This design comes from an exercise in tuning for small area, a short achievable clock period and few clock cycles on the open sky130 flow, not from production work. RTL that was checked went through simulation tests only; none was proved equivalent to the original. Power is estimated from default activity; no workload was simulated.

## ECE564MyDesign
module ECE564MyDesign
	    (
            input  wire               xxx__dut__run            ,
            output reg                dut__xxx__busy           ,
            input  wire               clk                      ,
            input  wire               reset_b                  ,
            output reg  [11:0]        dut__sram__write_address  ,
            output reg  [15:0]        dut__sram__write_data     ,
            output reg                dut__sram__write_enable   ,
            output wire [11:0]        dut__sram__read_address   ,
            input  wire [15:0]        sram__dut__read_data      ,
            output wire [11:0]        dut__gmem__read_address   ,
            input  wire [15:0]        gmem__dut__read_data      ,
            output wire [11:0]        dut__tanhmem__read_address     ,
            input  wire [15:0]        tanhmem__dut__read_data
            );
export LEC_CHECK = 0
export ABC_CLOCK_PERIOD_IN_PS = 3500
export CAP_MARGIN = 20
export CORE_MARGIN = 2
export CORE_UTILIZATION = 40
export SLEW_MARGIN = 20
create_clock -name core_clock -period 11.0 [get_ports {clk}]
standard.sh (not shown) runs the stock make flow with config.mk's settings and CLKGATE_MAP_FILE= SYNTH_SCRIPT=/design/flow/synth_recipe.tcl, a recipe that flattens the netlist after the stock synthesis.
==> flow/flow/run.sh <==
#!/bin/bash
set -euo pipefail
bash standard.sh SETUP_SLACK_MARGIN=8 finish > flow_standard.log 2>&1
Next try:
==> flow/flow/run.sh (replaced) <==
#!/bin/bash
set -euo pipefail
bash standard.sh SETUP_SLACK_MARGIN=7 finish > flow_standard.log 2>&1
Result: The new run passed the timing, DRC and antenna checks. Global-route usage fell by 2.5 points. Utilization is lower by 7.0 points. Cell area decreases by 13%. Via count came out lower by 7.1%. Non-clock buffer count is lower by 174. Power decreases by 17%. Final cell count shrinks by 5.9%. Sequential cell count is unchanged. Sequential power stays flat.
Function was not checked in any run of this note: the RTL went through the layout flow alone.

========
Setup of red:
ECE564MyDesign, a different RTL version from the one above (not shown whole).
For scale: roughly 2000 cells after synthesis, roughly 120 I/O pins.
## ECE564MyDesign
module ECE564MyDesign
	    (
            input  wire               xxx__dut__run            ,
            output reg                dut__xxx__busy           ,
            input  wire               clk                      ,
            input  wire               reset_b                  ,
            output reg  [11:0]        dut__sram__write_address  ,
            output reg  [15:0]        dut__sram__write_data     ,
            output reg                dut__sram__write_enable   ,
            output wire [11:0]        dut__sram__read_address   ,
            input  wire [15:0]        sram__dut__read_data      ,
            output wire [11:0]        dut__gmem__read_address   ,
            input  wire [15:0]        gmem__dut__read_data      ,
            output wire [11:0]        dut__tanhmem__read_address     ,
            input  wire [15:0]        tanhmem__dut__read_data
            );
export LEC_CHECK = 0
export ABC_CLOCK_PERIOD_IN_PS = 3500
export CAP_MARGIN = 20
export CORE_MARGIN = 2
export CORE_UTILIZATION = 50
export CTS_BUF_LIST = sky130_fd_sc_hd__clkbuf_8 sky130_fd_sc_hd__clkbuf_16
export CTS_CLUSTER_DIAMETER = 120
export CTS_CLUSTER_SIZE = 24
export SLEW_MARGIN = 20
create_clock -name core_clock -period 11.0 [get_ports {clk}]
==> flow/flow/run.sh <==
#!/bin/bash
# Standard layout (the standard.sh, the design's constraint.sdc), with
#  - the port buffers made with the smallest plain buffer.
set -euo pipefail
bash standard.sh SETUP_SLACK_MARGIN=7.7 \
  "BUFFER_PORTS_ARGS=-buffer_cell sky130_fd_sc_hd__buf_1" \
  finish > flow_standard.log 2>&1
red finished all stages; the layout is clean.
Testbench counts of red, summed over its fixed seeds: cycles 98,784.
Inputs modified between red and blue:
- CORE_UTILIZATION now 60, was 50
--- a/flow/flow/run.sh
+++ b/flow/flow/run.sh
@@ -4,3 +4,3 @@
 set -euo pipefail
-bash standard.sh SETUP_SLACK_MARGIN=7.7 \
+bash standard.sh SETUP_SLACK_MARGIN=8.3 \
   "BUFFER_PORTS_ARGS=-buffer_cell sky130_fd_sc_hd__buf_1" \
Results
blue has completed all stages; timing, DRC and antenna checks passed.
In summary, red completed successfully, with a layout that passed the timing, DRC and antenna checks.
red vs blue, cell with the largest stage delay on the worst path: dfxtp_4 vs a2111oi_4
[compare] base=red new=blue: overall die height went down by 8.5%; wire length climbed 24%; sequential share of layout area shrank by 4.5 points.
#### Input delta (green over blue)
- CORE_UTILIZATION: 60 -> 70
--- a/flow/flow/run.sh
+++ b/flow/flow/run.sh
@@ -4,3 +4,3 @@
 set -euo pipefail
-bash standard.sh SETUP_SLACK_MARGIN=8.3 \
+bash standard.sh SETUP_SLACK_MARGIN=7.7 \
   "BUFFER_PORTS_ARGS=-buffer_cell sky130_fd_sc_hd__buf_1" \
[summary]
In green the detailed-routed wire length on met3 turned out 1.2 mm lower than in blue.
green ends up with a instance area after placement that is 4.0% lower than in blue.
Re xor/xnor cell area share of the yosys netlist: no difference whatsoever between blue and green.
Taking green as 1.0, blue lands at 1.3 on routed wire length.
[green] part of the power in the clock network rose 0.9 points relative to blue
Taking blue as 1.0, green lands at 0.79 on power.
Density: green sparser than blue
blue → green: global routing usage summed across all routing layers fell 0.81 points; cell area fell 0.0048 sq mm; met1 layer usage reported by global route rose 0.57 points.
Input-level comparison between orange and green:
- changing CORE_UTILIZATION from 70 to 60
--- a/flow/flow/run.sh
+++ b/flow/flow/run.sh
@@ -4,3 +4,3 @@
 set -euo pipefail
-bash standard.sh SETUP_SLACK_MARGIN=7.7 \
+bash standard.sh SETUP_SLACK_MARGIN=7.4 \
   "BUFFER_PORTS_ARGS=-buffer_cell sky130_fd_sc_hd__buf_1" \
--- outcome ---
Comparing orange and green, the higher placed cell count is on orange.
Going from green to orange, cell area after placement now sits higher; delay contributed by the slowest stage of the critical path moved up.
Comparing orange and green, wire length of the first global-routing pass is lower on green.
In the reports for orange and green, the larger design area belongs to green.
Diff orange and green: overall power of the completed layout lower in orange
Between orange and green, the number of non-clock buffers in the layout is higher for green.
Number of optimization iterations in the first detailed-route pass, orange and green: higher on green
Compared with green, orange shows placement row count higher by 5.

========
The RTL this note starts from:
==> flow/design.v <==
module ECE564MyDesign
	    (
            input  wire               xxx__dut__run            ,
            output reg                dut__xxx__busy           ,
            input  wire               clk                      ,
            input  wire               reset_b                  ,
            output reg  [11:0]        dut__sram__write_address  ,
            output reg  [15:0]        dut__sram__write_data     ,
            output reg                dut__sram__write_enable   ,
            output wire [11:0]        dut__sram__read_address   ,
            input  wire [15:0]        sram__dut__read_data      ,
            output wire [11:0]        dut__gmem__read_address   ,
            input  wire [15:0]        gmem__dut__read_data      ,
            output wire [11:0]        dut__tanhmem__read_address     ,
            input  wire [15:0]        tanhmem__dut__read_data
            );
function [23:0] booth4;
	input [15:0] x;
	input [8:0]  y;
	integer k;
	reg [2:0]  d;
	reg        ng;
	reg [16:0] mag, pk;
	reg [23:0] s;
	begin
		s = 24'd0 - 24'h550000;
		for (k = 0; k < 4; k = k + 1) begin
			d  = y[2*k +: 3];
			ng = d[2] & ~(d[1] & d[0]);
			case (d)
				3'b001, 3'b010, 3'b101, 3'b110: mag = {x[15], x};
				3'b011, 3'b100:                 mag = {x, 1'b0};
				default:                        mag = 17'd0;
			endcase
			pk = mag ^ {17{ng}};
			s  = s + ({7'd0, ~pk[16], pk[15:0]} << (2*k)) + ({23'd0, ng} << (2*k));
		end
		booth4 = s;
	end
endfunction
reg  [12:0] n;
wire [3:0]  p = n[3:0];
wire [8:0]  q = n[12:4];
always @(posedge clk)
	if (!reset_b)
		n <= 13'd0;
	else if (xxx__dut__run | dut__xxx__busy)
		n <= n + 13'd1;
assign dut__sram__read_address = {3'b000, n[11:8], n[3:0], 1'b0};
assign dut__gmem__read_address = {3'b000, n[7:4],  n[3:0], 1'b0};
reg ph_first, ph_cap, ph_up, ph_tl, ph_ld, ph_step, ph_wr;
always @(posedge clk) begin
	ph_first <= (p == 4'd2);                
	ph_cap   <= (p == 4'd2);                
	ph_up    <= (p == 4'd3);
	ph_tl    <= (p == 4'd5);
	ph_ld    <= (p == 4'd6);
	ph_step  <= p[3] | (p == 4'd7);
	ph_wr    <= (p == 4'd0);
end
reg [15:0] xr, gr, tr;
always @(posedge clk) begin
	xr <= sram__dut__read_data;
	gr <= gmem__dut__read_data;
	tr <= tanhmem__dut__read_data;
end
reg  [23:0] h0, h1;
reg  [35:0] acc;
always @(posedge clk) begin
	h0  <= booth4(xr, {gr[7:0], 1'b0});
	h1  <= booth4(xr, gr[15:7]);
	acc <= (ph_first ? 36'd0 : acc) + {{4{h1[23]}}, h1, 8'd0} + {{12{h0[23]}}, h0};
end
wire [35:0] A   = acc[35] ? (36'd0 - acc) : acc;
wire        sat = |A[35:32];
reg         neg, sat_r;
reg  [23:0] F;
reg  [8:0]  taddr;
reg  [15:0] tL;
assign dut__tanhmem__read_address = {2'b00, taddr, 1'b0};
always @(posedge clk) begin
	if (ph_cap) begin
		neg   <= acc[35];
		sat_r <= sat;
		F     <= A[23:0];
		taddr <= sat ? 9'd255 : {1'b0, A[31:24]};
	end
	if (ph_up && !sat_r)
		taddr <= taddr + 9'd1;
	if (ph_tl)
		tL <= tr;
end
reg  [18:0] Dsh;
reg  signed [24:0] H;
reg         sticky;
wire signed [25:0] Fs = {2'b00, F};
reg  signed [26:0] bm;
always @(*) begin
	case (Dsh[2:0])
		3'b001, 3'b010: bm = Fs;
		3'b011:         bm = Fs <<< 1;
		3'b100:         bm = -(Fs <<< 1);
		3'b101, 3'b110: bm = -Fs;
		default:        bm = 27'sd0;
	endcase
end
wire signed [26:0] T = H + bm;
always @(posedge clk) begin
	if (ph_ld) begin
		Dsh    <= {2'b00, tr, 1'b0} - {2'b00, tL, 1'b0};
		H      <= 25'sd0;
		sticky <= 1'b0;
	end else if (ph_step) begin
		Dsh    <= {{2{Dsh[18]}}, Dsh[18:2]};
		H      <= T[26:2];
		sticky <= sticky | (|T[1:0]);
	end
end
wire [15:0] Wh = tL + H[21:6];
wire        st = sticky | (|H[5:0]);
wire [15:0] R  = neg ? ~(Wh + {16{~st}}) : Wh;
always @(posedge clk) begin
	if (!reset_b) begin
		dut__xxx__busy          <= 1'b0;
		dut__sram__write_enable <= 1'b0;
	end else begin
		if (xxx__dut__run)
			dut__xxx__busy <= 1'b1;
		else if (q == 9'd257 && p == 4'd2)
			dut__xxx__busy <= 1'b0;
		dut__sram__write_enable <= dut__xxx__busy && p == 4'd1 && q >= 9'd2 && q <= 9'd257;
	end
	if (ph_wr) begin
		dut__sram__write_data    <= R;
		dut__sram__write_address <= {3'b001, q[7:0] - 8'd2, 1'b0};
	end
end
endmodule
==> flow/config.mk <==
export PLATFORM = sky130hd
export DESIGN_NAME = ECE564MyDesign
export DESIGN_NICKNAME = ECE564MyDesign
export VERILOG_FILES = /design/flow/design.v
export SDC_FILE = /design/flow/constraint.sdc
export NUM_CORES = 4
export LEC_CHECK = 0
export ABC_CLOCK_PERIOD_IN_PS = 3500
export CAP_MARGIN = 20
export CORE_MARGIN = 2
export CORE_UTILIZATION = 40
export SLEW_MARGIN = 20
==> flow/constraint.sdc <==
create_clock -name core_clock -period 11.0 [get_ports {clk}]
set_input_delay 2.2000 -clock core_clock [delete_from_list [all_inputs] [get_ports {clk}]]
set_output_delay 2.2000 -clock core_clock [all_outputs]
set_load 0.01 [all_outputs]
==> flow/flow/run.sh <==
#!/bin/bash
set -euo pipefail
bash standard.sh SETUP_SLACK_MARGIN=7 finish > flow_standard.log 2>&1
The starting point finished with timing, DRC and antenna clean.
==> next run, changes <==
==> flow/run.sh (new file) <==
#!/bin/bash
# synth_recipe.tcl (not shown) runs the flow's synth.tcl, then flattens the netlist and writes it again
# the make line also repeats each setting of config.mk as NAME=value (left out here)
make -C /OpenROAD-flow-scripts/flow DESIGN_CONFIG=/design/flow/config.mk WORK_HOME=/design/flow/orfs CLKGATE_MAP_FILE= SYNTH_SCRIPT=/design/flow/synth_recipe.tcl finish
Settings changed: ABC_CLOCK_PERIOD_IN_PS 3500 to unset.
removed: flow/flow/run.sh
removed: flow/standard.sh
Outcome: Wire length goes down by 9.0%. First-iteration DRC count goes down by 13%. Setup slack got worse by 1.5 ns. Global-route usage decreases by 1.1 points. Sequential share of layout area rose by 2.2 points.
==> next run, changes <==
Settings changed: ABC_CLOCK_PERIOD_IN_PS set to 3500, SETUP_SLACK_MARGIN set to 5.
Result:
- critical path depth came out lower by 1
- routed wire length shrinks by 0.63%
- total power went up by 1.4%
- core utilization grows by 0.21 points
- area after synthesis is unchanged
- worst setup slack gains 0.70 ns
- global-route usage is lower by 0.29 points
Function was not checked in any run of this note: the RTL went through the layout flow alone.

[static timing again, ports no longer ideal]
Ports are ideal in the flow. The routed layouts listed here were re-timed in OpenROAD. Step 1 sets driving cells, clkbuf_16 on the clock port and buf_2 on the other inputs (assumed; they add their load-dependent delay and slew). Step 2 also shifts input and output timing later by t, the mid clock arrival at the registers, as if the neighbouring blocks saw the same clock. Three values: no drivers, after step 1, after step 2; two values: the first two.
run | t (ns) | setup slack, ns | worst setup path at the end
the first run of note 1 | 0.610 | 7.443 / 7.443 / 7.443 | register to register
the second run of note 1 | 0.609 | 7.106 / 7.049 / 7.137 | register to register
red | 0.571 | 7.740 / 7.685 / 7.794 | register to register
blue | 0.564 | 7.789 / 7.743 / 7.789 | register to register
green | 0.546 | 7.737 / 7.683 / 7.779 | register to register
orange | 0.558 | 7.482 / 7.482 / 7.482 | register to register
the first run of note 3 | 0.603 | 6.295 / 6.295 / 6.295 | register to register
the second run of note 3 | 0.589 | 4.780 / 4.780 / 4.780 | register to register
the third run of note 3 | 0.592 | 5.477 / 5.477 / 5.477 | register to register
After both steps setup and hold are still met in every run listed.
